Context: an optimization exercise on an open-source flow, tuned for small area, a short achievable clock period and few clock cycles per item. The choices shown serve that exercise and are no tape-out recipe. No functional check of the RTL was part of any run shown here.

==> design/flow/design.v <==
module sqrt_head (
    input  logic [15:0] x,
    output logic [8:0] q,      
    output logic [10:0] r       
);
    wire [2:0] a0 = {1'b0, x[15:14]};
    wire [2:0] o0 = 3'b111;   
    wire [2:0] g0_0 = a0 & o0;
    wire [2:0] p0_0 = a0 | o0;
    wire [2:0] g0_1, p0_1;
    assign g0_1[0] = g0_0[0];
    assign p0_1[0] = p0_0[0];
    assign g0_1[1] = g0_0[1] | (p0_0[1] & g0_0[0]);
    assign p0_1[1] = p0_0[1] & p0_0[0];
    assign g0_1[2] = g0_0[2];
    assign p0_1[2] = p0_0[2];
    wire [2:0] g0_2, p0_2;
    assign g0_2[0] = g0_1[0];
    assign p0_2[0] = p0_1[0];
    assign g0_2[1] = g0_1[1];
    assign p0_2[1] = p0_1[1];
    assign g0_2[2] = g0_1[2] | (p0_1[2] & g0_1[1]);
    assign p0_2[2] = p0_1[2] & p0_1[1];
    wire [2:0] r1 = a0 ^ o0 ^ {g0_2[1:0], 1'b0};
    wire [0:0] q1 = ~r1[2];
    wire [3:0] a1 = {r1[1:0], x[13:12]};
    wire [3:0] o1 = {q1[0], q1 ^ q1[0], 2'b11};
    wire [3:0] g1_0 = a1 & o1;
    wire [3:0] p1_0 = a1 | o1;
    wire [3:0] g1_1, p1_1;
    assign g1_1[0] = g1_0[0];
    assign p1_1[0] = p1_0[0];
    assign g1_1[1] = g1_0[1] | (p1_0[1] & g1_0[0]);
    assign p1_1[1] = p1_0[1] & p1_0[0];
    assign g1_1[2] = g1_0[2];
    assign p1_1[2] = p1_0[2];
    assign g1_1[3] = g1_0[3] | (p1_0[3] & g1_0[2]);
    assign p1_1[3] = p1_0[3] & p1_0[2];
    wire [3:0] g1_2, p1_2;
    assign g1_2[0] = g1_1[0];
    assign p1_2[0] = p1_1[0];
    assign g1_2[1] = g1_1[1];
    assign p1_2[1] = p1_1[1];
    assign g1_2[2] = g1_1[2] | (p1_1[2] & g1_1[1]);
    assign p1_2[2] = p1_1[2] & p1_1[1];
    assign g1_2[3] = g1_1[3] | (p1_1[3] & g1_1[1]);
    assign p1_2[3] = p1_1[3] & p1_1[1];
    wire [3:0] r2 = a1 ^ o1 ^ {g1_2[2:0], 1'b0};
    wire [1:0] q2 = {q1, ~r2[3]};
    wire [4:0] a2 = {r2[2:0], x[11:10]};
    wire [4:0] o2 = {q2[0], q2 ^ {2{q2[0]}}, 2'b11};
    wire [4:0] g2_0 = a2 & o2;
    wire [4:0] p2_0 = a2 | o2;
    wire [4:0] g2_1, p2_1;
    assign g2_1[0] = g2_0[0];
    assign p2_1[0] = p2_0[0];
    assign g2_1[1] = g2_0[1] | (p2_0[1] & g2_0[0]);
    assign p2_1[1] = p2_0[1] & p2_0[0];
    assign g2_1[2] = g2_0[2];
    assign p2_1[2] = p2_0[2];
    assign g2_1[3] = g2_0[3] | (p2_0[3] & g2_0[2]);
    assign p2_1[3] = p2_0[3] & p2_0[2];
    assign g2_1[4] = g2_0[4];
    assign p2_1[4] = p2_0[4];
    wire [4:0] g2_2, p2_2;
    assign g2_2[0] = g2_1[0];
    assign p2_2[0] = p2_1[0];
    assign g2_2[1] = g2_1[1];
    assign p2_2[1] = p2_1[1];
    assign g2_2[2] = g2_1[2] | (p2_1[2] & g2_1[1]);
    assign p2_2[2] = p2_1[2] & p2_1[1];
    assign g2_2[3] = g2_1[3] | (p2_1[3] & g2_1[1]);
    assign p2_2[3] = p2_1[3] & p2_1[1];
    assign g2_2[4] = g2_1[4];
    assign p2_2[4] = p2_1[4];
    wire [4:0] g2_3, p2_3;
    assign g2_3[0] = g2_2[0];
    assign p2_3[0] = p2_2[0];
    assign g2_3[1] = g2_2[1];
    assign p2_3[1] = p2_2[1];
    assign g2_3[2] = g2_2[2];
    assign p2_3[2] = p2_2[2];
    assign g2_3[3] = g2_2[3];
    assign p2_3[3] = p2_2[3];
    assign g2_3[4] = g2_2[4] | (p2_2[4] & g2_2[3]);
    assign p2_3[4] = p2_2[4] & p2_2[3];
    wire [4:0] r3 = a2 ^ o2 ^ {g2_3[3:0], 1'b0};
    wire [2:0] q3 = {q2, ~r3[4]};
    wire [5:0] a3 = {r3[3:0], x[9:8]};
    wire [5:0] o3 = {q3[0], q3 ^ {3{q3[0]}}, 2'b11};
    wire [5:0] g3_0 = a3 & o3;
    wire [5:0] p3_0 = a3 | o3;
    wire [5:0] g3_1, p3_1;
    assign g3_1[0] = g3_0[0];
    assign p3_1[0] = p3_0[0];
    assign g3_1[1] = g3_0[1] | (p3_0[1] & g3_0[0]);
    assign p3_1[1] = p3_0[1] & p3_0[0];
    assign g3_1[2] = g3_0[2];
    assign p3_1[2] = p3_0[2];
    assign g3_1[3] = g3_0[3] | (p3_0[3] & g3_0[2]);
    assign p3_1[3] = p3_0[3] & p3_0[2];
    assign g3_1[4] = g3_0[4];
    assign p3_1[4] = p3_0[4];
    assign g3_1[5] = g3_0[5] | (p3_0[5] & g3_0[4]);
    assign p3_1[5] = p3_0[5] & p3_0[4];
    wire [5:0] g3_2, p3_2;
    assign g3_2[0] = g3_1[0];
    assign p3_2[0] = p3_1[0];
    assign g3_2[1] = g3_1[1];
    assign p3_2[1] = p3_1[1];
    assign g3_2[2] = g3_1[2] | (p3_1[2] & g3_1[1]);
    assign p3_2[2] = p3_1[2] & p3_1[1];
    assign g3_2[3] = g3_1[3] | (p3_1[3] & g3_1[1]);
    assign p3_2[3] = p3_1[3] & p3_1[1];
    assign g3_2[4] = g3_1[4];
    assign p3_2[4] = p3_1[4];
    assign g3_2[5] = g3_1[5];
    assign p3_2[5] = p3_1[5];
    wire [5:0] g3_3, p3_3;
    assign g3_3[0] = g3_2[0];
    assign p3_3[0] = p3_2[0];
    assign g3_3[1] = g3_2[1];
    assign p3_3[1] = p3_2[1];
    assign g3_3[2] = g3_2[2];
    assign p3_3[2] = p3_2[2];
    assign g3_3[3] = g3_2[3];
    assign p3_3[3] = p3_2[3];
    assign g3_3[4] = g3_2[4] | (p3_2[4] & g3_2[3]);
    assign p3_3[4] = p3_2[4] & p3_2[3];
    assign g3_3[5] = g3_2[5] | (p3_2[5] & g3_2[3]);
    assign p3_3[5] = p3_2[5] & p3_2[3];
    wire [5:0] r4 = a3 ^ o3 ^ {g3_3[4:0], 1'b0};
    wire [3:0] q4 = {q3, ~r4[5]};
    wire [6:0] a4 = {r4[4:0], x[7:6]};
    wire [6:0] o4 = {q4[0], q4 ^ {4{q4[0]}}, 2'b11};
    wire [6:0] g4_0 = a4 & o4;
    wire [6:0] p4_0 = a4 | o4;
    wire [6:0] g4_1, p4_1;
    assign g4_1[0] = g4_0[0];
    assign p4_1[0] = p4_0[0];
    assign g4_1[1] = g4_0[1] | (p4_0[1] & g4_0[0]);
    assign p4_1[1] = p4_0[1] & p4_0[0];
    assign g4_1[2] = g4_0[2];
    assign p4_1[2] = p4_0[2];
    assign g4_1[3] = g4_0[3] | (p4_0[3] & g4_0[2]);
    assign p4_1[3] = p4_0[3] & p4_0[2];
    assign g4_1[4] = g4_0[4];
    assign p4_1[4] = p4_0[4];
    assign g4_1[5] = g4_0[5] | (p4_0[5] & g4_0[4]);
    assign p4_1[5] = p4_0[5] & p4_0[4];
    assign g4_1[6] = g4_0[6];
    assign p4_1[6] = p4_0[6];
    wire [6:0] g4_2, p4_2;
    assign g4_2[0] = g4_1[0];
    assign p4_2[0] = p4_1[0];
    assign g4_2[1] = g4_1[1];
    assign p4_2[1] = p4_1[1];
    assign g4_2[2] = g4_1[2] | (p4_1[2] & g4_1[1]);
    assign p4_2[2] = p4_1[2] & p4_1[1];
    assign g4_2[3] = g4_1[3] | (p4_1[3] & g4_1[1]);
    assign p4_2[3] = p4_1[3] & p4_1[1];
    assign g4_2[4] = g4_1[4];
    assign p4_2[4] = p4_1[4];
    assign g4_2[5] = g4_1[5];
    assign p4_2[5] = p4_1[5];
    assign g4_2[6] = g4_1[6] | (p4_1[6] & g4_1[5]);
    assign p4_2[6] = p4_1[6] & p4_1[5];
    wire [6:0] g4_3, p4_3;
    assign g4_3[0] = g4_2[0];
    assign p4_3[0] = p4_2[0];
    assign g4_3[1] = g4_2[1];
    assign p4_3[1] = p4_2[1];
    assign g4_3[2] = g4_2[2];
    assign p4_3[2] = p4_2[2];
    assign g4_3[3] = g4_2[3];
    assign p4_3[3] = p4_2[3];
    assign g4_3[4] = g4_2[4] | (p4_2[4] & g4_2[3]);
    assign p4_3[4] = p4_2[4] & p4_2[3];
    assign g4_3[5] = g4_2[5] | (p4_2[5] & g4_2[3]);
    assign p4_3[5] = p4_2[5] & p4_2[3];
    assign g4_3[6] = g4_2[6] | (p4_2[6] & g4_2[3]);
    assign p4_3[6] = p4_2[6] & p4_2[3];
    wire [6:0] r5 = a4 ^ o4 ^ {g4_3[5:0], 1'b0};
    wire [4:0] q5 = {q4, ~r5[6]};
    wire [7:0] a5 = {r5[5:0], x[5:4]};
    wire [7:0] o5 = {q5[0], q5 ^ {5{q5[0]}}, 2'b11};
    wire [7:0] g5_0 = a5 & o5;
    wire [7:0] p5_0 = a5 | o5;
    wire [7:0] g5_1, p5_1;
    assign g5_1[0] = g5_0[0];
    assign p5_1[0] = p5_0[0];
    assign g5_1[1] = g5_0[1] | (p5_0[1] & g5_0[0]);
    assign p5_1[1] = p5_0[1] & p5_0[0];
    assign g5_1[2] = g5_0[2];
    assign p5_1[2] = p5_0[2];
    assign g5_1[3] = g5_0[3] | (p5_0[3] & g5_0[2]);
    assign p5_1[3] = p5_0[3] & p5_0[2];
    assign g5_1[4] = g5_0[4];
    assign p5_1[4] = p5_0[4];
    assign g5_1[5] = g5_0[5] | (p5_0[5] & g5_0[4]);
    assign p5_1[5] = p5_0[5] & p5_0[4];
    assign g5_1[6] = g5_0[6];
    assign p5_1[6] = p5_0[6];
    assign g5_1[7] = g5_0[7] | (p5_0[7] & g5_0[6]);
    assign p5_1[7] = p5_0[7] & p5_0[6];
    wire [7:0] g5_2, p5_2;
    assign g5_2[0] = g5_1[0];
    assign p5_2[0] = p5_1[0];
    assign g5_2[1] = g5_1[1];
    assign p5_2[1] = p5_1[1];
    assign g5_2[2] = g5_1[2] | (p5_1[2] & g5_1[1]);
    assign p5_2[2] = p5_1[2] & p5_1[1];
    assign g5_2[3] = g5_1[3] | (p5_1[3] & g5_1[1]);
    assign p5_2[3] = p5_1[3] & p5_1[1];
    assign g5_2[4] = g5_1[4];
    assign p5_2[4] = p5_1[4];
    assign g5_2[5] = g5_1[5];
    assign p5_2[5] = p5_1[5];
    assign g5_2[6] = g5_1[6] | (p5_1[6] & g5_1[5]);
    assign p5_2[6] = p5_1[6] & p5_1[5];
    assign g5_2[7] = g5_1[7] | (p5_1[7] & g5_1[5]);
    assign p5_2[7] = p5_1[7] & p5_1[5];
    wire [7:0] g5_3, p5_3;
    assign g5_3[0] = g5_2[0];
    assign p5_3[0] = p5_2[0];
    assign g5_3[1] = g5_2[1];
    assign p5_3[1] = p5_2[1];
    assign g5_3[2] = g5_2[2];
    assign p5_3[2] = p5_2[2];
    assign g5_3[3] = g5_2[3];
    assign p5_3[3] = p5_2[3];
    assign g5_3[4] = g5_2[4] | (p5_2[4] & g5_2[3]);
    assign p5_3[4] = p5_2[4] & p5_2[3];
    assign g5_3[5] = g5_2[5] | (p5_2[5] & g5_2[3]);
    assign p5_3[5] = p5_2[5] & p5_2[3];
    assign g5_3[6] = g5_2[6] | (p5_2[6] & g5_2[3]);
    assign p5_3[6] = p5_2[6] & p5_2[3];
    assign g5_3[7] = g5_2[7] | (p5_2[7] & g5_2[3]);
    assign p5_3[7] = p5_2[7] & p5_2[3];
    wire [7:0] r6 = a5 ^ o5 ^ {g5_3[6:0], 1'b0};
    wire [5:0] q6 = {q5, ~r6[7]};
    wire [8:0] a6 = {r6[6:0], x[3:2]};
    wire [8:0] o6 = {q6[0], q6 ^ {6{q6[0]}}, 2'b11};
    wire [8:0] g6_0 = a6 & o6;
    wire [8:0] p6_0 = a6 | o6;
    wire [8:0] g6_1, p6_1;
    assign g6_1[0] = g6_0[0];
    assign p6_1[0] = p6_0[0];
    assign g6_1[1] = g6_0[1] | (p6_0[1] & g6_0[0]);
    assign p6_1[1] = p6_0[1] & p6_0[0];
    assign g6_1[2] = g6_0[2];
    assign p6_1[2] = p6_0[2];
    assign g6_1[3] = g6_0[3] | (p6_0[3] & g6_0[2]);
    assign p6_1[3] = p6_0[3] & p6_0[2];
    assign g6_1[4] = g6_0[4];
    assign p6_1[4] = p6_0[4];
    assign g6_1[5] = g6_0[5] | (p6_0[5] & g6_0[4]);
    assign p6_1[5] = p6_0[5] & p6_0[4];
    assign g6_1[6] = g6_0[6];
    assign p6_1[6] = p6_0[6];
    assign g6_1[7] = g6_0[7] | (p6_0[7] & g6_0[6]);
    assign p6_1[7] = p6_0[7] & p6_0[6];
    assign g6_1[8] = g6_0[8];
    assign p6_1[8] = p6_0[8];
    wire [8:0] g6_2, p6_2;
    assign g6_2[0] = g6_1[0];
    assign p6_2[0] = p6_1[0];
    assign g6_2[1] = g6_1[1];
    assign p6_2[1] = p6_1[1];
    assign g6_2[2] = g6_1[2] | (p6_1[2] & g6_1[1]);
    assign p6_2[2] = p6_1[2] & p6_1[1];
    assign g6_2[3] = g6_1[3] | (p6_1[3] & g6_1[1]);
    assign p6_2[3] = p6_1[3] & p6_1[1];
    assign g6_2[4] = g6_1[4];
    assign p6_2[4] = p6_1[4];
    assign g6_2[5] = g6_1[5];
    assign p6_2[5] = p6_1[5];
    assign g6_2[6] = g6_1[6] | (p6_1[6] & g6_1[5]);
    assign p6_2[6] = p6_1[6] & p6_1[5];
    assign g6_2[7] = g6_1[7] | (p6_1[7] & g6_1[5]);
    assign p6_2[7] = p6_1[7] & p6_1[5];
    assign g6_2[8] = g6_1[8];
    assign p6_2[8] = p6_1[8];
    wire [8:0] g6_3, p6_3;
    assign g6_3[0] = g6_2[0];
    assign p6_3[0] = p6_2[0];
    assign g6_3[1] = g6_2[1];
    assign p6_3[1] = p6_2[1];
    assign g6_3[2] = g6_2[2];
    assign p6_3[2] = p6_2[2];
    assign g6_3[3] = g6_2[3];
    assign p6_3[3] = p6_2[3];
    assign g6_3[4] = g6_2[4] | (p6_2[4] & g6_2[3]);
    assign p6_3[4] = p6_2[4] & p6_2[3];
    assign g6_3[5] = g6_2[5] | (p6_2[5] & g6_2[3]);
    assign p6_3[5] = p6_2[5] & p6_2[3];
    assign g6_3[6] = g6_2[6] | (p6_2[6] & g6_2[3]);
    assign p6_3[6] = p6_2[6] & p6_2[3];
    assign g6_3[7] = g6_2[7] | (p6_2[7] & g6_2[3]);
    assign p6_3[7] = p6_2[7] & p6_2[3];
    assign g6_3[8] = g6_2[8];
    assign p6_3[8] = p6_2[8];
    wire [8:0] g6_4, p6_4;
    assign g6_4[0] = g6_3[0];
    assign p6_4[0] = p6_3[0];
    assign g6_4[1] = g6_3[1];
    assign p6_4[1] = p6_3[1];
    assign g6_4[2] = g6_3[2];
    assign p6_4[2] = p6_3[2];
    assign g6_4[3] = g6_3[3];
    assign p6_4[3] = p6_3[3];
    assign g6_4[4] = g6_3[4];
    assign p6_4[4] = p6_3[4];
    assign g6_4[5] = g6_3[5];
    assign p6_4[5] = p6_3[5];
    assign g6_4[6] = g6_3[6];
    assign p6_4[6] = p6_3[6];
    assign g6_4[7] = g6_3[7];
    assign p6_4[7] = p6_3[7];
    assign g6_4[8] = g6_3[8] | (p6_3[8] & g6_3[7]);
    assign p6_4[8] = p6_3[8] & p6_3[7];
    wire [8:0] r7 = a6 ^ o6 ^ {g6_4[7:0], 1'b0};
    wire [6:0] q7 = {q6, ~r7[8]};
    wire [9:0] a7 = {r7[7:0], x[1:0]};
    wire [9:0] o7 = {q7[0], q7 ^ {7{q7[0]}}, 2'b11};
    wire [9:0] g7_0 = a7 & o7;
    wire [9:0] p7_0 = a7 | o7;
    wire [9:0] g7_1, p7_1;
    assign g7_1[0] = g7_0[0];
    assign p7_1[0] = p7_0[0];
    assign g7_1[1] = g7_0[1] | (p7_0[1] & g7_0[0]);
    assign p7_1[1] = p7_0[1] & p7_0[0];
    assign g7_1[2] = g7_0[2];
    assign p7_1[2] = p7_0[2];
    assign g7_1[3] = g7_0[3] | (p7_0[3] & g7_0[2]);
    assign p7_1[3] = p7_0[3] & p7_0[2];
    assign g7_1[4] = g7_0[4];
    assign p7_1[4] = p7_0[4];
    assign g7_1[5] = g7_0[5] | (p7_0[5] & g7_0[4]);
    assign p7_1[5] = p7_0[5] & p7_0[4];
    assign g7_1[6] = g7_0[6];
    assign p7_1[6] = p7_0[6];
    assign g7_1[7] = g7_0[7] | (p7_0[7] & g7_0[6]);
    assign p7_1[7] = p7_0[7] & p7_0[6];
    assign g7_1[8] = g7_0[8];
    assign p7_1[8] = p7_0[8];
    assign g7_1[9] = g7_0[9] | (p7_0[9] & g7_0[8]);
    assign p7_1[9] = p7_0[9] & p7_0[8];
    wire [9:0] g7_2, p7_2;
    assign g7_2[0] = g7_1[0];
    assign p7_2[0] = p7_1[0];
    assign g7_2[1] = g7_1[1];
    assign p7_2[1] = p7_1[1];
    assign g7_2[2] = g7_1[2] | (p7_1[2] & g7_1[1]);
    assign p7_2[2] = p7_1[2] & p7_1[1];
    assign g7_2[3] = g7_1[3] | (p7_1[3] & g7_1[1]);
    assign p7_2[3] = p7_1[3] & p7_1[1];
    assign g7_2[4] = g7_1[4];
    assign p7_2[4] = p7_1[4];
    assign g7_2[5] = g7_1[5];
    assign p7_2[5] = p7_1[5];
    assign g7_2[6] = g7_1[6] | (p7_1[6] & g7_1[5]);
    assign p7_2[6] = p7_1[6] & p7_1[5];
    assign g7_2[7] = g7_1[7] | (p7_1[7] & g7_1[5]);
    assign p7_2[7] = p7_1[7] & p7_1[5];
    assign g7_2[8] = g7_1[8];
    assign p7_2[8] = p7_1[8];
    assign g7_2[9] = g7_1[9];
    assign p7_2[9] = p7_1[9];
    wire [9:0] g7_3, p7_3;
    assign g7_3[0] = g7_2[0];
    assign p7_3[0] = p7_2[0];
    assign g7_3[1] = g7_2[1];
    assign p7_3[1] = p7_2[1];
    assign g7_3[2] = g7_2[2];
    assign p7_3[2] = p7_2[2];
    assign g7_3[3] = g7_2[3];
    assign p7_3[3] = p7_2[3];
    assign g7_3[4] = g7_2[4] | (p7_2[4] & g7_2[3]);
    assign p7_3[4] = p7_2[4] & p7_2[3];
    assign g7_3[5] = g7_2[5] | (p7_2[5] & g7_2[3]);
    assign p7_3[5] = p7_2[5] & p7_2[3];
    assign g7_3[6] = g7_2[6] | (p7_2[6] & g7_2[3]);
    assign p7_3[6] = p7_2[6] & p7_2[3];
    assign g7_3[7] = g7_2[7] | (p7_2[7] & g7_2[3]);
    assign p7_3[7] = p7_2[7] & p7_2[3];
    assign g7_3[8] = g7_2[8];
    assign p7_3[8] = p7_2[8];
    assign g7_3[9] = g7_2[9];
    assign p7_3[9] = p7_2[9];
    wire [9:0] g7_4, p7_4;
    assign g7_4[0] = g7_3[0];
    assign p7_4[0] = p7_3[0];
    assign g7_4[1] = g7_3[1];
    assign p7_4[1] = p7_3[1];
    assign g7_4[2] = g7_3[2];
    assign p7_4[2] = p7_3[2];
    assign g7_4[3] = g7_3[3];
    assign p7_4[3] = p7_3[3];
    assign g7_4[4] = g7_3[4];
    assign p7_4[4] = p7_3[4];
    assign g7_4[5] = g7_3[5];
    assign p7_4[5] = p7_3[5];
    assign g7_4[6] = g7_3[6];
    assign p7_4[6] = p7_3[6];
    assign g7_4[7] = g7_3[7];
    assign p7_4[7] = p7_3[7];
    assign g7_4[8] = g7_3[8] | (p7_3[8] & g7_3[7]);
    assign p7_4[8] = p7_3[8] & p7_3[7];
    assign g7_4[9] = g7_3[9] | (p7_3[9] & g7_3[7]);
    assign p7_4[9] = p7_3[9] & p7_3[7];
    wire [9:0] r8 = a7 ^ o7 ^ {g7_4[8:0], 1'b0};
    wire [7:0] q8 = {q7, ~r8[9]};
    wire [10:0] a8 = {r8[8:0], 2'b00};
    wire [10:0] o8 = {q8[0], q8 ^ {8{q8[0]}}, 2'b11};
    wire [10:0] g8_0 = a8 & o8;
    wire [10:0] p8_0 = a8 | o8;
    wire [10:0] g8_1, p8_1;
    assign g8_1[0] = g8_0[0];
    assign p8_1[0] = p8_0[0];
    assign g8_1[1] = g8_0[1] | (p8_0[1] & g8_0[0]);
    assign p8_1[1] = p8_0[1] & p8_0[0];
    assign g8_1[2] = g8_0[2];
    assign p8_1[2] = p8_0[2];
    assign g8_1[3] = g8_0[3] | (p8_0[3] & g8_0[2]);
    assign p8_1[3] = p8_0[3] & p8_0[2];
    assign g8_1[4] = g8_0[4];
    assign p8_1[4] = p8_0[4];
    assign g8_1[5] = g8_0[5] | (p8_0[5] & g8_0[4]);
    assign p8_1[5] = p8_0[5] & p8_0[4];
    assign g8_1[6] = g8_0[6];
    assign p8_1[6] = p8_0[6];
    assign g8_1[7] = g8_0[7] | (p8_0[7] & g8_0[6]);
    assign p8_1[7] = p8_0[7] & p8_0[6];
    assign g8_1[8] = g8_0[8];
    assign p8_1[8] = p8_0[8];
    assign g8_1[9] = g8_0[9] | (p8_0[9] & g8_0[8]);
    assign p8_1[9] = p8_0[9] & p8_0[8];
    assign g8_1[10] = g8_0[10];
    assign p8_1[10] = p8_0[10];
    wire [10:0] g8_2, p8_2;
    assign g8_2[0] = g8_1[0];
    assign p8_2[0] = p8_1[0];
    assign g8_2[1] = g8_1[1];
    assign p8_2[1] = p8_1[1];
    assign g8_2[2] = g8_1[2] | (p8_1[2] & g8_1[1]);
    assign p8_2[2] = p8_1[2] & p8_1[1];
    assign g8_2[3] = g8_1[3] | (p8_1[3] & g8_1[1]);
    assign p8_2[3] = p8_1[3] & p8_1[1];
    assign g8_2[4] = g8_1[4];
    assign p8_2[4] = p8_1[4];
    assign g8_2[5] = g8_1[5];
    assign p8_2[5] = p8_1[5];
    assign g8_2[6] = g8_1[6] | (p8_1[6] & g8_1[5]);
    assign p8_2[6] = p8_1[6] & p8_1[5];
    assign g8_2[7] = g8_1[7] | (p8_1[7] & g8_1[5]);
    assign p8_2[7] = p8_1[7] & p8_1[5];
    assign g8_2[8] = g8_1[8];
    assign p8_2[8] = p8_1[8];
    assign g8_2[9] = g8_1[9];
    assign p8_2[9] = p8_1[9];
    assign g8_2[10] = g8_1[10] | (p8_1[10] & g8_1[9]);
    assign p8_2[10] = p8_1[10] & p8_1[9];
    wire [10:0] g8_3, p8_3;
    assign g8_3[0] = g8_2[0];
    assign p8_3[0] = p8_2[0];
    assign g8_3[1] = g8_2[1];
    assign p8_3[1] = p8_2[1];
    assign g8_3[2] = g8_2[2];
    assign p8_3[2] = p8_2[2];
    assign g8_3[3] = g8_2[3];
    assign p8_3[3] = p8_2[3];
    assign g8_3[4] = g8_2[4] | (p8_2[4] & g8_2[3]);
    assign p8_3[4] = p8_2[4] & p8_2[3];
    assign g8_3[5] = g8_2[5] | (p8_2[5] & g8_2[3]);
    assign p8_3[5] = p8_2[5] & p8_2[3];
    assign g8_3[6] = g8_2[6] | (p8_2[6] & g8_2[3]);
    assign p8_3[6] = p8_2[6] & p8_2[3];
    assign g8_3[7] = g8_2[7] | (p8_2[7] & g8_2[3]);
    assign p8_3[7] = p8_2[7] & p8_2[3];
    assign g8_3[8] = g8_2[8];
    assign p8_3[8] = p8_2[8];
    assign g8_3[9] = g8_2[9];
    assign p8_3[9] = p8_2[9];
    assign g8_3[10] = g8_2[10];
    assign p8_3[10] = p8_2[10];
    wire [10:0] g8_4, p8_4;
    assign g8_4[0] = g8_3[0];
    assign p8_4[0] = p8_3[0];
    assign g8_4[1] = g8_3[1];
    assign p8_4[1] = p8_3[1];
    assign g8_4[2] = g8_3[2];
    assign p8_4[2] = p8_3[2];
    assign g8_4[3] = g8_3[3];
    assign p8_4[3] = p8_3[3];
    assign g8_4[4] = g8_3[4];
    assign p8_4[4] = p8_3[4];
    assign g8_4[5] = g8_3[5];
    assign p8_4[5] = p8_3[5];
    assign g8_4[6] = g8_3[6];
    assign p8_4[6] = p8_3[6];
    assign g8_4[7] = g8_3[7];
    assign p8_4[7] = p8_3[7];
    assign g8_4[8] = g8_3[8] | (p8_3[8] & g8_3[7]);
    assign p8_4[8] = p8_3[8] & p8_3[7];
    assign g8_4[9] = g8_3[9] | (p8_3[9] & g8_3[7]);
    assign p8_4[9] = p8_3[9] & p8_3[7];
    assign g8_4[10] = g8_3[10] | (p8_3[10] & g8_3[7]);
    assign p8_4[10] = p8_3[10] & p8_3[7];
    wire [10:0] r9 = a8 ^ o8 ^ {g8_4[9:0], 1'b0};
    wire [8:0] q9 = {q8, ~r9[10]};
    assign q = q9;
    assign r = r9;
endmodule
module sqrt_tail (
    input  logic [8:0] q,
    input  logic [10:0] r,
    output logic [11:0] root
);
    wire [11:0] a9 = {r[9:0], 2'b00};
    wire [11:0] o9 = {q[0], q ^ {9{q[0]}}, 2'b11};
    wire [11:0] g9_0 = a9 & o9;
    wire [11:0] p9_0 = a9 | o9;
    wire [11:0] g9_1, p9_1;
    assign g9_1[0] = g9_0[0];
    assign p9_1[0] = p9_0[0];
    assign g9_1[1] = g9_0[1] | (p9_0[1] & g9_0[0]);
    assign p9_1[1] = p9_0[1] & p9_0[0];
    assign g9_1[2] = g9_0[2];
    assign p9_1[2] = p9_0[2];
    assign g9_1[3] = g9_0[3] | (p9_0[3] & g9_0[2]);
    assign p9_1[3] = p9_0[3] & p9_0[2];
    assign g9_1[4] = g9_0[4];
    assign p9_1[4] = p9_0[4];
    assign g9_1[5] = g9_0[5] | (p9_0[5] & g9_0[4]);
    assign p9_1[5] = p9_0[5] & p9_0[4];
    assign g9_1[6] = g9_0[6];
    assign p9_1[6] = p9_0[6];
    assign g9_1[7] = g9_0[7] | (p9_0[7] & g9_0[6]);
    assign p9_1[7] = p9_0[7] & p9_0[6];
    assign g9_1[8] = g9_0[8];
    assign p9_1[8] = p9_0[8];
    assign g9_1[9] = g9_0[9] | (p9_0[9] & g9_0[8]);
    assign p9_1[9] = p9_0[9] & p9_0[8];
    assign g9_1[10] = g9_0[10];
    assign p9_1[10] = p9_0[10];
    assign g9_1[11] = g9_0[11] | (p9_0[11] & g9_0[10]);
    assign p9_1[11] = p9_0[11] & p9_0[10];
    wire [11:0] g9_2, p9_2;
    assign g9_2[0] = g9_1[0];
    assign p9_2[0] = p9_1[0];
    assign g9_2[1] = g9_1[1];
    assign p9_2[1] = p9_1[1];
    assign g9_2[2] = g9_1[2] | (p9_1[2] & g9_1[1]);
    assign p9_2[2] = p9_1[2] & p9_1[1];
    assign g9_2[3] = g9_1[3] | (p9_1[3] & g9_1[1]);
    assign p9_2[3] = p9_1[3] & p9_1[1];
    assign g9_2[4] = g9_1[4];
    assign p9_2[4] = p9_1[4];
    assign g9_2[5] = g9_1[5];
    assign p9_2[5] = p9_1[5];
    assign g9_2[6] = g9_1[6] | (p9_1[6] & g9_1[5]);
    assign p9_2[6] = p9_1[6] & p9_1[5];
    assign g9_2[7] = g9_1[7] | (p9_1[7] & g9_1[5]);
    assign p9_2[7] = p9_1[7] & p9_1[5];
    assign g9_2[8] = g9_1[8];
    assign p9_2[8] = p9_1[8];
    assign g9_2[9] = g9_1[9];
    assign p9_2[9] = p9_1[9];
    assign g9_2[10] = g9_1[10] | (p9_1[10] & g9_1[9]);
    assign p9_2[10] = p9_1[10] & p9_1[9];
    assign g9_2[11] = g9_1[11] | (p9_1[11] & g9_1[9]);
    assign p9_2[11] = p9_1[11] & p9_1[9];
    wire [11:0] g9_3, p9_3;
    assign g9_3[0] = g9_2[0];
    assign p9_3[0] = p9_2[0];
    assign g9_3[1] = g9_2[1];
    assign p9_3[1] = p9_2[1];
    assign g9_3[2] = g9_2[2];
    assign p9_3[2] = p9_2[2];
    assign g9_3[3] = g9_2[3];
    assign p9_3[3] = p9_2[3];
    assign g9_3[4] = g9_2[4] | (p9_2[4] & g9_2[3]);
    assign p9_3[4] = p9_2[4] & p9_2[3];
    assign g9_3[5] = g9_2[5] | (p9_2[5] & g9_2[3]);
    assign p9_3[5] = p9_2[5] & p9_2[3];
    assign g9_3[6] = g9_2[6] | (p9_2[6] & g9_2[3]);
    assign p9_3[6] = p9_2[6] & p9_2[3];
    assign g9_3[7] = g9_2[7] | (p9_2[7] & g9_2[3]);
    assign p9_3[7] = p9_2[7] & p9_2[3];
    assign g9_3[8] = g9_2[8];
    assign p9_3[8] = p9_2[8];
    assign g9_3[9] = g9_2[9];
    assign p9_3[9] = p9_2[9];
    assign g9_3[10] = g9_2[10];
    assign p9_3[10] = p9_2[10];
    assign g9_3[11] = g9_2[11];
    assign p9_3[11] = p9_2[11];
    wire [11:0] g9_4, p9_4;
    assign g9_4[0] = g9_3[0];
    assign p9_4[0] = p9_3[0];
    assign g9_4[1] = g9_3[1];
    assign p9_4[1] = p9_3[1];
    assign g9_4[2] = g9_3[2];
    assign p9_4[2] = p9_3[2];
    assign g9_4[3] = g9_3[3];
    assign p9_4[3] = p9_3[3];
    assign g9_4[4] = g9_3[4];
    assign p9_4[4] = p9_3[4];
    assign g9_4[5] = g9_3[5];
    assign p9_4[5] = p9_3[5];
    assign g9_4[6] = g9_3[6];
    assign p9_4[6] = p9_3[6];
    assign g9_4[7] = g9_3[7];
    assign p9_4[7] = p9_3[7];
    assign g9_4[8] = g9_3[8] | (p9_3[8] & g9_3[7]);
    assign p9_4[8] = p9_3[8] & p9_3[7];
    assign g9_4[9] = g9_3[9] | (p9_3[9] & g9_3[7]);
    assign p9_4[9] = p9_3[9] & p9_3[7];
    assign g9_4[10] = g9_3[10] | (p9_3[10] & g9_3[7]);
    assign p9_4[10] = p9_3[10] & p9_3[7];
    assign g9_4[11] = g9_3[11] | (p9_3[11] & g9_3[7]);
    assign p9_4[11] = p9_3[11] & p9_3[7];
    wire [11:0] r10 = a9 ^ o9 ^ {g9_4[10:0], 1'b0};
    wire [9:0] q10 = {q, ~r10[11]};
    wire [12:0] a10 = {r10[10:0], 2'b00};
    wire [12:0] o10 = {q10[0], q10 ^ {10{q10[0]}}, 2'b11};
    wire [12:0] g10_0 = a10 & o10;
    wire [12:0] p10_0 = a10 | o10;
    wire [12:0] g10_1, p10_1;
    assign g10_1[0] = g10_0[0];
    assign p10_1[0] = p10_0[0];
    assign g10_1[1] = g10_0[1] | (p10_0[1] & g10_0[0]);
    assign p10_1[1] = p10_0[1] & p10_0[0];
    assign g10_1[2] = g10_0[2];
    assign p10_1[2] = p10_0[2];
    assign g10_1[3] = g10_0[3] | (p10_0[3] & g10_0[2]);
    assign p10_1[3] = p10_0[3] & p10_0[2];
    assign g10_1[4] = g10_0[4];
    assign p10_1[4] = p10_0[4];
    assign g10_1[5] = g10_0[5] | (p10_0[5] & g10_0[4]);
    assign p10_1[5] = p10_0[5] & p10_0[4];
    assign g10_1[6] = g10_0[6];
    assign p10_1[6] = p10_0[6];
    assign g10_1[7] = g10_0[7] | (p10_0[7] & g10_0[6]);
    assign p10_1[7] = p10_0[7] & p10_0[6];
    assign g10_1[8] = g10_0[8];
    assign p10_1[8] = p10_0[8];
    assign g10_1[9] = g10_0[9] | (p10_0[9] & g10_0[8]);
    assign p10_1[9] = p10_0[9] & p10_0[8];
    assign g10_1[10] = g10_0[10];
    assign p10_1[10] = p10_0[10];
    assign g10_1[11] = g10_0[11] | (p10_0[11] & g10_0[10]);
    assign p10_1[11] = p10_0[11] & p10_0[10];
    assign g10_1[12] = g10_0[12];
    assign p10_1[12] = p10_0[12];
    wire [12:0] g10_2, p10_2;
    assign g10_2[0] = g10_1[0];
    assign p10_2[0] = p10_1[0];
    assign g10_2[1] = g10_1[1];
    assign p10_2[1] = p10_1[1];
    assign g10_2[2] = g10_1[2] | (p10_1[2] & g10_1[1]);
    assign p10_2[2] = p10_1[2] & p10_1[1];
    assign g10_2[3] = g10_1[3] | (p10_1[3] & g10_1[1]);
    assign p10_2[3] = p10_1[3] & p10_1[1];
    assign g10_2[4] = g10_1[4];
    assign p10_2[4] = p10_1[4];
    assign g10_2[5] = g10_1[5];
    assign p10_2[5] = p10_1[5];
    assign g10_2[6] = g10_1[6] | (p10_1[6] & g10_1[5]);
    assign p10_2[6] = p10_1[6] & p10_1[5];
    assign g10_2[7] = g10_1[7] | (p10_1[7] & g10_1[5]);
    assign p10_2[7] = p10_1[7] & p10_1[5];
    assign g10_2[8] = g10_1[8];
    assign p10_2[8] = p10_1[8];
    assign g10_2[9] = g10_1[9];
    assign p10_2[9] = p10_1[9];
    assign g10_2[10] = g10_1[10] | (p10_1[10] & g10_1[9]);
    assign p10_2[10] = p10_1[10] & p10_1[9];
    assign g10_2[11] = g10_1[11] | (p10_1[11] & g10_1[9]);
    assign p10_2[11] = p10_1[11] & p10_1[9];
    assign g10_2[12] = g10_1[12];
    assign p10_2[12] = p10_1[12];
    wire [12:0] g10_3, p10_3;
    assign g10_3[0] = g10_2[0];
    assign p10_3[0] = p10_2[0];
    assign g10_3[1] = g10_2[1];
    assign p10_3[1] = p10_2[1];
    assign g10_3[2] = g10_2[2];
    assign p10_3[2] = p10_2[2];
    assign g10_3[3] = g10_2[3];
    assign p10_3[3] = p10_2[3];
    assign g10_3[4] = g10_2[4] | (p10_2[4] & g10_2[3]);
    assign p10_3[4] = p10_2[4] & p10_2[3];
    assign g10_3[5] = g10_2[5] | (p10_2[5] & g10_2[3]);
    assign p10_3[5] = p10_2[5] & p10_2[3];
    assign g10_3[6] = g10_2[6] | (p10_2[6] & g10_2[3]);
    assign p10_3[6] = p10_2[6] & p10_2[3];
    assign g10_3[7] = g10_2[7] | (p10_2[7] & g10_2[3]);
    assign p10_3[7] = p10_2[7] & p10_2[3];
    assign g10_3[8] = g10_2[8];
    assign p10_3[8] = p10_2[8];
    assign g10_3[9] = g10_2[9];
    assign p10_3[9] = p10_2[9];
    assign g10_3[10] = g10_2[10];
    assign p10_3[10] = p10_2[10];
    assign g10_3[11] = g10_2[11];
    assign p10_3[11] = p10_2[11];
    assign g10_3[12] = g10_2[12] | (p10_2[12] & g10_2[11]);
    assign p10_3[12] = p10_2[12] & p10_2[11];
    wire [12:0] g10_4, p10_4;
    assign g10_4[0] = g10_3[0];
    assign p10_4[0] = p10_3[0];
    assign g10_4[1] = g10_3[1];
    assign p10_4[1] = p10_3[1];
    assign g10_4[2] = g10_3[2];
    assign p10_4[2] = p10_3[2];
    assign g10_4[3] = g10_3[3];
    assign p10_4[3] = p10_3[3];
    assign g10_4[4] = g10_3[4];
    assign p10_4[4] = p10_3[4];
    assign g10_4[5] = g10_3[5];
    assign p10_4[5] = p10_3[5];
    assign g10_4[6] = g10_3[6];
    assign p10_4[6] = p10_3[6];
    assign g10_4[7] = g10_3[7];
    assign p10_4[7] = p10_3[7];
    assign g10_4[8] = g10_3[8] | (p10_3[8] & g10_3[7]);
    assign p10_4[8] = p10_3[8] & p10_3[7];
    assign g10_4[9] = g10_3[9] | (p10_3[9] & g10_3[7]);
    assign p10_4[9] = p10_3[9] & p10_3[7];
    assign g10_4[10] = g10_3[10] | (p10_3[10] & g10_3[7]);
    assign p10_4[10] = p10_3[10] & p10_3[7];
    assign g10_4[11] = g10_3[11] | (p10_3[11] & g10_3[7]);
    assign p10_4[11] = p10_3[11] & p10_3[7];
    assign g10_4[12] = g10_3[12] | (p10_3[12] & g10_3[7]);
    assign p10_4[12] = p10_3[12] & p10_3[7];
    wire [12:0] r11 = a10 ^ o10 ^ {g10_4[11:0], 1'b0};
    wire [10:0] q11 = {q10, ~r11[12]};
    wire [13:0] a11 = {r11[11:0], 2'b00};
    wire [13:0] o11 = {q11[0], q11 ^ {11{q11[0]}}, 2'b11};
    wire [13:0] g11_0 = a11 & o11;
    wire [13:0] p11_0 = a11 | o11;
    wire [13:0] g11_1, p11_1;
    assign g11_1[0] = g11_0[0];
    assign p11_1[0] = p11_0[0];
    assign g11_1[1] = g11_0[1] | (p11_0[1] & g11_0[0]);
    assign p11_1[1] = p11_0[1] & p11_0[0];
    assign g11_1[2] = g11_0[2];
    assign p11_1[2] = p11_0[2];
    assign g11_1[3] = g11_0[3] | (p11_0[3] & g11_0[2]);
    assign p11_1[3] = p11_0[3] & p11_0[2];
    assign g11_1[4] = g11_0[4];
    assign p11_1[4] = p11_0[4];
    assign g11_1[5] = g11_0[5] | (p11_0[5] & g11_0[4]);
    assign p11_1[5] = p11_0[5] & p11_0[4];
    assign g11_1[6] = g11_0[6];
    assign p11_1[6] = p11_0[6];
    assign g11_1[7] = g11_0[7] | (p11_0[7] & g11_0[6]);
    assign p11_1[7] = p11_0[7] & p11_0[6];
    assign g11_1[8] = g11_0[8];
    assign p11_1[8] = p11_0[8];
    assign g11_1[9] = g11_0[9] | (p11_0[9] & g11_0[8]);
    assign p11_1[9] = p11_0[9] & p11_0[8];
    assign g11_1[10] = g11_0[10];
    assign p11_1[10] = p11_0[10];
    assign g11_1[11] = g11_0[11] | (p11_0[11] & g11_0[10]);
    assign p11_1[11] = p11_0[11] & p11_0[10];
    assign g11_1[12] = g11_0[12];
    assign p11_1[12] = p11_0[12];
    assign g11_1[13] = g11_0[13] | (p11_0[13] & g11_0[12]);
    assign p11_1[13] = p11_0[13] & p11_0[12];
    wire [13:0] g11_2, p11_2;
    assign g11_2[0] = g11_1[0];
    assign p11_2[0] = p11_1[0];
    assign g11_2[1] = g11_1[1];
    assign p11_2[1] = p11_1[1];
    assign g11_2[2] = g11_1[2] | (p11_1[2] & g11_1[1]);
    assign p11_2[2] = p11_1[2] & p11_1[1];
    assign g11_2[3] = g11_1[3] | (p11_1[3] & g11_1[1]);
    assign p11_2[3] = p11_1[3] & p11_1[1];
    assign g11_2[4] = g11_1[4];
    assign p11_2[4] = p11_1[4];
    assign g11_2[5] = g11_1[5];
    assign p11_2[5] = p11_1[5];
    assign g11_2[6] = g11_1[6] | (p11_1[6] & g11_1[5]);
    assign p11_2[6] = p11_1[6] & p11_1[5];
    assign g11_2[7] = g11_1[7] | (p11_1[7] & g11_1[5]);
    assign p11_2[7] = p11_1[7] & p11_1[5];
    assign g11_2[8] = g11_1[8];
    assign p11_2[8] = p11_1[8];
    assign g11_2[9] = g11_1[9];
    assign p11_2[9] = p11_1[9];
    assign g11_2[10] = g11_1[10] | (p11_1[10] & g11_1[9]);
    assign p11_2[10] = p11_1[10] & p11_1[9];
    assign g11_2[11] = g11_1[11] | (p11_1[11] & g11_1[9]);
    assign p11_2[11] = p11_1[11] & p11_1[9];
    assign g11_2[12] = g11_1[12];
    assign p11_2[12] = p11_1[12];
    assign g11_2[13] = g11_1[13];
    assign p11_2[13] = p11_1[13];
    wire [13:0] g11_3, p11_3;
    assign g11_3[0] = g11_2[0];
    assign p11_3[0] = p11_2[0];
    assign g11_3[1] = g11_2[1];
    assign p11_3[1] = p11_2[1];
    assign g11_3[2] = g11_2[2];
    assign p11_3[2] = p11_2[2];
    assign g11_3[3] = g11_2[3];
    assign p11_3[3] = p11_2[3];
    assign g11_3[4] = g11_2[4] | (p11_2[4] & g11_2[3]);
    assign p11_3[4] = p11_2[4] & p11_2[3];
    assign g11_3[5] = g11_2[5] | (p11_2[5] & g11_2[3]);
    assign p11_3[5] = p11_2[5] & p11_2[3];
    assign g11_3[6] = g11_2[6] | (p11_2[6] & g11_2[3]);
    assign p11_3[6] = p11_2[6] & p11_2[3];
    assign g11_3[7] = g11_2[7] | (p11_2[7] & g11_2[3]);
    assign p11_3[7] = p11_2[7] & p11_2[3];
    assign g11_3[8] = g11_2[8];
    assign p11_3[8] = p11_2[8];
    assign g11_3[9] = g11_2[9];
    assign p11_3[9] = p11_2[9];
    assign g11_3[10] = g11_2[10];
    assign p11_3[10] = p11_2[10];
    assign g11_3[11] = g11_2[11];
    assign p11_3[11] = p11_2[11];
    assign g11_3[12] = g11_2[12] | (p11_2[12] & g11_2[11]);
    assign p11_3[12] = p11_2[12] & p11_2[11];
    assign g11_3[13] = g11_2[13] | (p11_2[13] & g11_2[11]);
    assign p11_3[13] = p11_2[13] & p11_2[11];
    wire [13:0] g11_4, p11_4;
    assign g11_4[0] = g11_3[0];
    assign p11_4[0] = p11_3[0];
    assign g11_4[1] = g11_3[1];
    assign p11_4[1] = p11_3[1];
    assign g11_4[2] = g11_3[2];
    assign p11_4[2] = p11_3[2];
    assign g11_4[3] = g11_3[3];
    assign p11_4[3] = p11_3[3];
    assign g11_4[4] = g11_3[4];
    assign p11_4[4] = p11_3[4];
    assign g11_4[5] = g11_3[5];
    assign p11_4[5] = p11_3[5];
    assign g11_4[6] = g11_3[6];
    assign p11_4[6] = p11_3[6];
    assign g11_4[7] = g11_3[7];
    assign p11_4[7] = p11_3[7];
    assign g11_4[8] = g11_3[8] | (p11_3[8] & g11_3[7]);
    assign p11_4[8] = p11_3[8] & p11_3[7];
    assign g11_4[9] = g11_3[9] | (p11_3[9] & g11_3[7]);
    assign p11_4[9] = p11_3[9] & p11_3[7];
    assign g11_4[10] = g11_3[10] | (p11_3[10] & g11_3[7]);
    assign p11_4[10] = p11_3[10] & p11_3[7];
    assign g11_4[11] = g11_3[11] | (p11_3[11] & g11_3[7]);
    assign p11_4[11] = p11_3[11] & p11_3[7];
    assign g11_4[12] = g11_3[12] | (p11_3[12] & g11_3[7]);
    assign p11_4[12] = p11_3[12] & p11_3[7];
    assign g11_4[13] = g11_3[13] | (p11_3[13] & g11_3[7]);
    assign p11_4[13] = p11_3[13] & p11_3[7];
    wire [13:0] r12 = a11 ^ o11 ^ {g11_4[12:0], 1'b0};
    wire [11:0] q12 = {q11, ~r12[13]};
    assign root = q12;
endmodule
module sqrt_binary_search (
    input  logic        clk,
    input  logic        rst,         
    input  logic        valid_in,
    input  logic [15:0] x,           
    output logic [15:0] x_sqrt,      
    output logic        valid_out
);
    logic [8:0] q_d, q_r;
    logic [10:0] r_d, r_r;
    logic        v_r;
    logic [11:0] root;
    sqrt_head head (.x(x), .q(q_d), .r(r_d));
    always_ff @(posedge clk) begin
        if (rst) v_r <= 1'b0;
        else     v_r <= valid_in;
        q_r <= q_d;
        r_r <= r_d;
    end
    sqrt_tail tail (.q(q_r), .r(r_r), .root(root));
    assign x_sqrt    = {4'd0, root};
    assign valid_out = v_r;
endmodule
==> design/flow/flow/run.sh <==
#!/bin/bash
# The standard layout (standard.sh), with these changes:
#  - synthesis: no adder-cell mapping (ADDER_MAP_FILE empty), so ABC maps the
#    adders from plain gates instead of the slow ha/fa cells, and the final ABC
#    mapping uses flow/abc_iter.script (see flow/synth_iter.tcl);
#  - buf_2 cells as the port buffers (buffer_ports otherwise picks the slow
#    clkdlybuf4s50_1);
#  - setup repair only resizes cells (SETUP_MOVE_SEQUENCE=sizeup).
set -e
here=$(pwd)
export ADDER_MAP_FILE=
export BUFFER_PORTS_ARGS="-buffer_cell sky130_fd_sc_hd__buf_2"
export SETUP_MOVE_SEQUENCE=sizeup
bash standard.sh SYNTH_SCRIPT=$here/flow/synth_iter.tcl finish > standard.log 2>&1
==> design/flow/flow/abc_iter.script <==
strash
dch
map -B 0.9
strash
dch
map -B 0.9
strash
dch
map -B 0.9
strash
dch
map -B 0.9
strash
dch
map -B 0.9
strash
dch
map -B 0.9
strash
dch
map -B 0.9
strash
dch
map -B 0.9
topo
stime -c
buffer -c
upsize -c
dnsize -c
==> design/flow/flow/synth_iter.tcl <==
# The standard flow's synthesis (synth_recipe.tcl, which sources ORFS's synth.tcl) with one
# change: the final technology mapping runs ABC with abc_iter.script, which
# repeats ORFS's area script's strash/dch/map round 8 times before sizing.
# Everything before it (synth -nofsm -noshare, flip-flop mapping) and after it
# (flatten, renames) is the standard flow's own, so the registers are the standard ones.
set ::abc_iter_script [file normalize [file join [file dirname [info script]] abc_iter.script]]
set ::synth_recipe_tcl [file normalize [file join [file dirname [info script]] .. synth_recipe.tcl]]
proc abc {args} {
  set i [lsearch -exact $args -script]
  if {$i >= 0} { lset args [expr {$i + 1}] $::abc_iter_script }
  puts "abc: mapping with $::abc_iter_script"
  yosys abc {*}$args
}
source $::synth_recipe_tcl
==> design/flow/standard.sh <==
#!/bin/bash
# synth_recipe.tcl (not shown) runs the flow's synth.tcl, then flattens the netlist and writes it again
# the make line also repeats each setting of config.mk as NAME=value (left out here)
make -C /OpenROAD-flow-scripts/flow DESIGN_CONFIG=/design/flow/config.mk WORK_HOME=/design/flow/orfs CLKGATE_MAP_FILE= SYNTH_SCRIPT=/design/flow/synth_recipe.tcl "${@:-finish}"
==> design/flow/config.mk <==
export PLATFORM = sky130hd
export DESIGN_NAME = sqrt_binary_search
export DESIGN_NICKNAME = sqrt_binary_search
export VERILOG_FILES = /design/flow/design.v
export SDC_FILE = /design/flow/constraint.sdc
export NUM_CORES = 4
export LEC_CHECK = 0
export ABC_AREA = 1
export CAP_MARGIN = 20
export CORE_MARGIN = 2
export CORE_UTILIZATION = 40
export PLACE_DENSITY = 0.85
export SETUP_SLACK_MARGIN = 3.5
export SLEW_MARGIN = 20
export TNS_END_PERCENT = 10
==> design/flow/constraint.sdc <==
create_clock -name core_clock -period 11.0 [get_ports {clk}]
set_input_delay 2.2000 -clock core_clock [delete_from_list [all_inputs] [get_ports {clk}]]
set_output_delay 2.2000 -clock core_clock [all_outputs]
set_load 0.01 [all_outputs]
==> notes.md, run 1 <==
Via-to-Cell Ratio=about 4.7; Max-Cap Viols=0; HP Class=in2reg; hold_sp=rst; # nets final=640; Simple-Gate Fraction of Synth Area=0.545; Hold Crit Depth=2; syn avg cell area=5.78 um^2; num rows=33; compound-cell area share of the yosys netlist=0.0552; Min Clock Period, post-route=slightly above 7 ns; vias in the first global route=roughly 3100; final wirelength=between 7000 and 8000 um; starting density of the core=0.414; Final Max Slew Viols=0; period utilization=0.644; die width=~96 um; unrepaired setup endpoints after global routing=true; H-tree level count=1; endpoints failing setup=0; cell area after synthesis=between 0.003 and 0.004 mm^2; Root Buffer Master=clkbuf_8; # hold bufs at CTS=0; DP HPWL=around 6000 um; CTS tree=built; main combinational cell family by area after synthesis=simple AND/OR/NAND/NOR gates; mux share of post-synthesis cell area=0.00331; CP Class=reg2out; IO Pins=36; CORE AREA=roughly 0.0082 mm^2; P&R area growth vs syn=14.7%; Post-Synth XOR/XNOR Area=0.185; Total GRT Usage=0.162; Ant. Diodes=0; CTS Buffer Depth=2; CP Data Arrival Time=4.88 ns; GRT overflow=0; status=complete, no violations; detailed-route DRC error count=0; port buffer count=31; post-synthesis sequential area ratio=0.106; die height=approximately 96 um; Placer Congestion=around 0.90; Pre-Repair DR Iteration Count=4; Syn Inst Count=between 500 and 600; final hold violation count=0; setup TNS=0 ns; synth warn=1; largest net degree at the start of global routing=15; Yosys reg bits=18; Slowest Stage Delay on Critical Path=0.41 ns; CTS clk-pin slew, worst paths=approximately 0.060 ns; TritonCTS Sinks=18; crit start category=register; Worst Hold End=v_r; wire length per cell=between 10 and 15 um; Adder-Cell Fraction of Synth Area=0; crit path setup slack, layout=3.92 ns; share of cells above drive strength 1=0.235; first-pass GRT wire length=12300 um; slowest CP cell=dfxtp_4; initial antenna violation count=0; CTS buffer count=3; DR vias=3412; fmax=141 MHz; Yosys cell types=36; DR iter-0 viols=between 100 and 150; worst endpoint required time=8.80 ns; most used cell, CP=nand2_2; Setup WS pre-CTS=between 3 and 4 ns; Fill cells=864; total die area=approximately 0.0093 mm^2; Critical Path End Type=output port; CP max FO=14; DRT antenna net count=0
[critical path, delay by kind of cell (launching register included)]
| family | cells | cell delay (ns) |
|---|---|---|
| AO/OA/AOI/OAI | 7 | 0.87 |
| buffers and inverters | 3 | 0.41 |
| XOR/XNOR | 5 | 0.89 |
| flip-flops | 1 | 0.41 |
| AND/OR/NAND/NOR | 23 | 2.04 |
[area by class of cell]
type | instances | area [um^2] | share of cell area
Multi-Input combinational cell | 489 | 2880 | 0.739
Timing Repair Buffer | 32 | 175 | 0.0449
Sequential cell | 18 | 364 | 0.0933
Clock buffer | 4 | 55.1 | 0.0141
Tap cell | 105 | 131 | 0.0337
Inverter | 77 | 294 | 0.0753
[worst max path at each step]
stage	start	end	slack [ns]	cells after the start
floorplan	q_r[0]	x_sqrt[0]	4.38	38
global placement	q_r[0]	x_sqrt[0]	3.45	41
detailed placement	q_r[0]	x_sqrt[0]	3.21	41
CTS	q_r[0]	x_sqrt[0]	3.55	41
global route	q_r[0]	x_sqrt[0]	3.40	40
finish	q_r[0]	x_sqrt[0]	3.92	38
[cells in the final DEF, fill, tap and decap left out, types with 2 or more instances in the layout]
cell,netlist,final
nand2_1,231,213
nand3_1,69,65
inv_1,64,63
xor2_1,39,37
nand2_2,19,36
buf_2,0,31
xnor2_1,31,27
nor2_1,23,23
nand3_2,13,17
dfxtp_1,18,17
inv_2,11,11
or2_2,11,10
nand2_4,7,7
a21o_1,7,7
nand3_4,5,5
o21ai_1,4,4
conb_1,1,4
clkbuf_8,0,4
nor2_4,3,3
or2_4,2,3
xnor2_4,0,3
o22ai_1,3,3
o21ai_2,1,2
inv_4,1,2
xnor2_2,1,2
a21oi_1,2,2
o21ai_0,4,2
a31oi_1,2,2
[registers in the layout, summed over array words and instances (netlist names)]
register and cells:
q_r 9, v_r 1, r_r 8
[what timing repair did]
action                                  in CTS  in global routing
endpoints found under the setup margin       1                  4
hold endpoints to repair                     0                  0
resized for setup                            3                 44
setup buffers                                0                  0
[cell usage after synthesis (all sizes together)]
cell    number  area share
buf          8       0.019
o21ai        9       0.014
nand3b       1      0.0022
conb         1      0.0011
mux2         1      0.0033
nor2        27       0.037
xnor2       32       0.085
a22oi        1      0.0037
o22ai        3      0.0055
nand3       87        0.17
nand2      257        0.31
clkinv       1      0.0011
a31oi        2      0.0037
a21oi        3      0.0077
xor2        39        0.10
a22o         1      0.0026
inv         76       0.085
or2         14       0.027
a21o         7       0.015
dfxtp       18        0.11
o21bai       1      0.0022
[routing by layer]
layer  global-route usage  routed length, um  vias to the layer above
met3              0.00548                236                       11
met4               0.0774                143                        0
met1                0.189               3250                     1470
met2                0.302               3730                       51
li1                     -                  -                     1880
met5                    0                  0                        -
[per-stage QoR]
stage                     std cells   util  area (um^2)  hold slack, ns
final                           725  0.475         3900            2.09
after global routing            725  0.475         3900            2.10
after CTS                       725  0.453         3720            2.09
after detailed placement        721  0.443         3640            2.36
after global placement          721  0.443         3640            2.36
after floorplan                 592      -         3410            2.26
[logic make-up after synthesis]
| group | Yosys count |
|---|---|
| AOI/OAI and AO/OA | 27 |
| xor gates and xnor gates | 71 |
| buffers and inverters | 85 |
| DFF | 18 |
| muxes | 1 |
| other | 1 |
| and+or+nand+nor | 386 |
==> run 2: changes to the inputs <==
--- a/design/flow/flow/abc_iter.script
+++ b/design/flow/flow/abc_iter.script
@@ -22,8 +22,8 @@
 strash
 dch
-map -B 0.9
+map -B 0.9 -D 5000
 topo
 stime -c
 buffer -c
-upsize -c
-dnsize -c
+upsize -c -D 5000
+dnsize -c -D 5000
--- a/design/flow/flow/synth_iter.tcl
+++ b/design/flow/flow/synth_iter.tcl
@@ -1,5 +1,6 @@
 # The standard flow's synthesis (synth_recipe.tcl, which sources ORFS's synth.tcl) with one
 # change: the final technology mapping runs ABC with abc_iter.script, which
-# repeats ORFS's area script's strash/dch/map round 8 times before sizing.
+# repeats ORFS's area script's strash/dch/map round 8 times, the last one and the sizing
+# aimed at a 5000 ps delay target (area recovery below it).
 # Everything before it (synth -nofsm -noshare, flip-flop mapping) and after it
 # (flatten, renames) is the standard flow's own, so the registers are the standard ones.
==> run 2 against run 1 <==
Worst setup slack lost 0.054 ns. Worst hold slack worse by 0.0031 ns.
==> notes.md, run 2 <==
post-synthesis sequential area ratio=0.115 (+0.00932); largest area contributor in the netlist=nand2_1; GRT overflow=0 (unchanged); final hold slack=2.09 ns (-0.00312 ns); most used cell, CP=nand2_1; Simple-Gate Fraction of Synth Area=0.518 (-0.0272); top cells by count, synth=nand2_1 (254), nand3_1 (84), inv_1 (76), xor2_1 (39), xnor2_1 (32); Synth top area share=0.305 (+0.0500); wire length per cell=11.0 um (+7.9%); Yosys reg bits=18 (unchanged); syn avg cell area=5.31 um^2 (-8.1%); ys async rst share=0 (unchanged); endpoints failing setup=0 (unchanged); top post-synthesis cells by area=nand2_1 (30%), nand3_1 (13%), dfxtp_1 (12%); Main synth FF type=dfxtp_1; setup TNS=0 ns (unchanged); Yosys cell types=25 (-31%); CTS clk-pin slew, worst paths=0.07 ns (about the same); TritonCTS Sinks=18 (unchanged); Total GRT Usage=0.171 (+0.00869); cell area after synthesis=0.00313 mm^2 (-8.1%); first-pass GRT wire length=12200 um (-0.62%); DP HPWL=6000 um (-0.74%); status=complete, no violations; Slowest Stage Delay on Critical Path=0.53 ns (+0.12 ns); Syn Inst Count=589 (unchanged); unrepaired setup endpoints after global routing=true; worst endpoint required time=8.80 ns (about the same); # nets final=641 (+0.16%); most frequent cell after synthesis=nand2_1; Fill cells=784 (-9.3%); HP Class=in2reg; period utilization=0.649 (+0.00488); fmax=140 MHz (-0.75%); most frequent cells in the layout=nand2_1 (228), inv_1 (70), nand3_1 (69); slowest CP cell=dfxtp_1; Ant. Diodes=0 (unchanged); Largest Register=q_r; main combinational cell family by area after synthesis=simple AND/OR/NAND/NOR gates; P&R area growth vs syn=21.3%; num rows=32 (-3.0%); CP max FO=12 (-2); Placer Congestion=0.964 (+6.9%); port buffer count=31 (unchanged); DR iter-0 viols=195 (+54%); H-tree level count=1 (unchanged); Max-Cap Viols=0 (unchanged); Via-to-Cell Ratio=4.86 (+3.3%); detailed-route DRC error count=0 (unchanged); Min Clock Period, post-route=7.14 ns (+0.0537 ns); largest registers=q_r: 9 flops, r_r: 8 flops, v_r: 1 flops; starting density of the core=0.409 (-0.00517); vias in the first global route=3044 (-1.7%); number of synthesized flops with an enable pin=0 (unchanged); commonest non-fill, non-tap cell in the layout=nand2_1; # hold bufs at CTS=0 (unchanged); CP Data Arrival Time=4.94 ns (+0.06 ns); Final Max Slew Viols=0 (unchanged); max reg flops=9 (unchanged); final wirelength=7920 um (+7.6%); largest net degree at the start of global routing=15 (unchanged); compound-cell area share of the yosys netlist=0.0548 (-0.000345); Adder-Cell Fraction of Synth Area=0 (unchanged); die height=92.4 um (-4.0%); Root Buffer Master=clkbuf_8; IO Pins=36 (unchanged); DR vias=3514 (+3.0%); Critical Path End Type=output port; CP Class=reg2out; DRT antenna net count=0 (unchanged); Pre-Repair DR Iteration Count=6 (+2); CTS tree=built; mux share of post-synthesis cell area=0.00360 (+0.000291); share of cells above drive strength 1=0.203 (-0.0326); CTS buffer count=3 (unchanged); die width=92.4 um (-4.0%); final hold violation count=0 (unchanged); initial antenna violation count=0 (unchanged); Post-Synth XOR/XNOR Area=0.199 (+0.0139); synth warn=1 (unchanged); crit start category=register; total die area=0.00854 mm^2 (-7.8%); CORE AREA=0.00765 mm^2 (-6.9%); CTS Buffer Depth=2 (unchanged)
-- run 2: cell count changes in the layout (fill, tap and decap cells not counted), sizes merged --
cell | previous run | this run
buf | 32 | 33
clkinv | 1 | 0
clkinvlp | 0 | 1
-- run 2: kinds of logic after synthesis --
group	Yosys count
and+or+nand+nor	386
muxes	1
AOI/OAI and AO/OA	27
DFF	18
buffers and inverters	85
xor gates and xnor gates	71
other	1
-- run 2: final cells by class --
cell class | instances | area [um^2] | area share
Multi-Input combinational cell | 489 | 2770 | 0.730
Sequential cell | 18 | 364 | 0.0960
Clock buffer | 4 | 55.1 | 0.0145
Inverter | 77 | 295 | 0.0778
Tap cell | 102 | 128 | 0.0336
Timing Repair Buffer | 33 | 181 | 0.0478
-- run 2: stage by stage --
stage | cells | util | cell area, um^2 | setup slack [ns]
2_1_floorplan | 592 | - | 3140 | 4.07
3_3_place_gp | 719 | 0.443 | 3390 | 3.05
3_5_place_dp | 719 | 0.443 | 3390 | 2.94
4_1_cts | 723 | 0.451 | 3450 | 3.38
5_1_grt | 723 | 0.496 | 3790 | 3.39
6_report | 723 | 0.496 | 3790 | 3.86
-- run 2: per-layer routing --
layer,up-vias,wire length (um),global-route usage
li1,1881,-,-
met1,1502,3280,0.203
met2,112,4070,0.319
met3,19,403,0.0114
met4,0,161,0.0634
met5,-,0,0
-- run 2: path summary, 6_finish.rpt --
check        end  cells past startpoint    from
max    x_sqrt[0]                     39  q_r[2]
min          v_r                      2     rst
-- run 2: critical path: cells and delay by family, from the launching register on --
kind	cells	cell delay, ns
AND/OR/NAND/NOR	24	2.06
flip-flops	1	0.53
buffers and inverters	4	0.61
XOR/XNOR	5	0.78
AO/OA/AOI/OAI	6	0.69
-- run 2: timing repair --
action	CTS	global route
pin swaps	0	0
setup buffers	0	0
setup endpoints to repair	7	10
gates resized for setup	3	90

==> what the ideal ports hide <==
In the flow no input, the clock included, has a driving cell. The finished layouts below were timed again as built, in two steps.
Step 1: set_driving_cell puts a clkbuf_16 on clk and a buf_2 on each other input, an assumption about the parent block.
Step 2, shift: input delay + t, output delay - t, t = (earliest + latest rising clock arrival at the registers) / 2. This alone moves slack from input paths to output paths.
Three values: ideal ports, drivers, drivers and shift; two values: the first two.
| run | t (ns) | slack for setup (ns) | latest minus earliest clock arrival (ns) |
|---|---|---|---|
| run 1 | 0.278 | 3.918 / 3.890 / 3.864 | 0.001 / 0.001 |
| run 2 | 0.280 | 3.864 / 3.836 / 3.742 | 0.002 / 0.002 |
After both steps setup and hold are still met in every run listed. The setup slack of run 2, which loses most, moves by -0.028 ns with the drivers and by -0.122 ns with both steps.
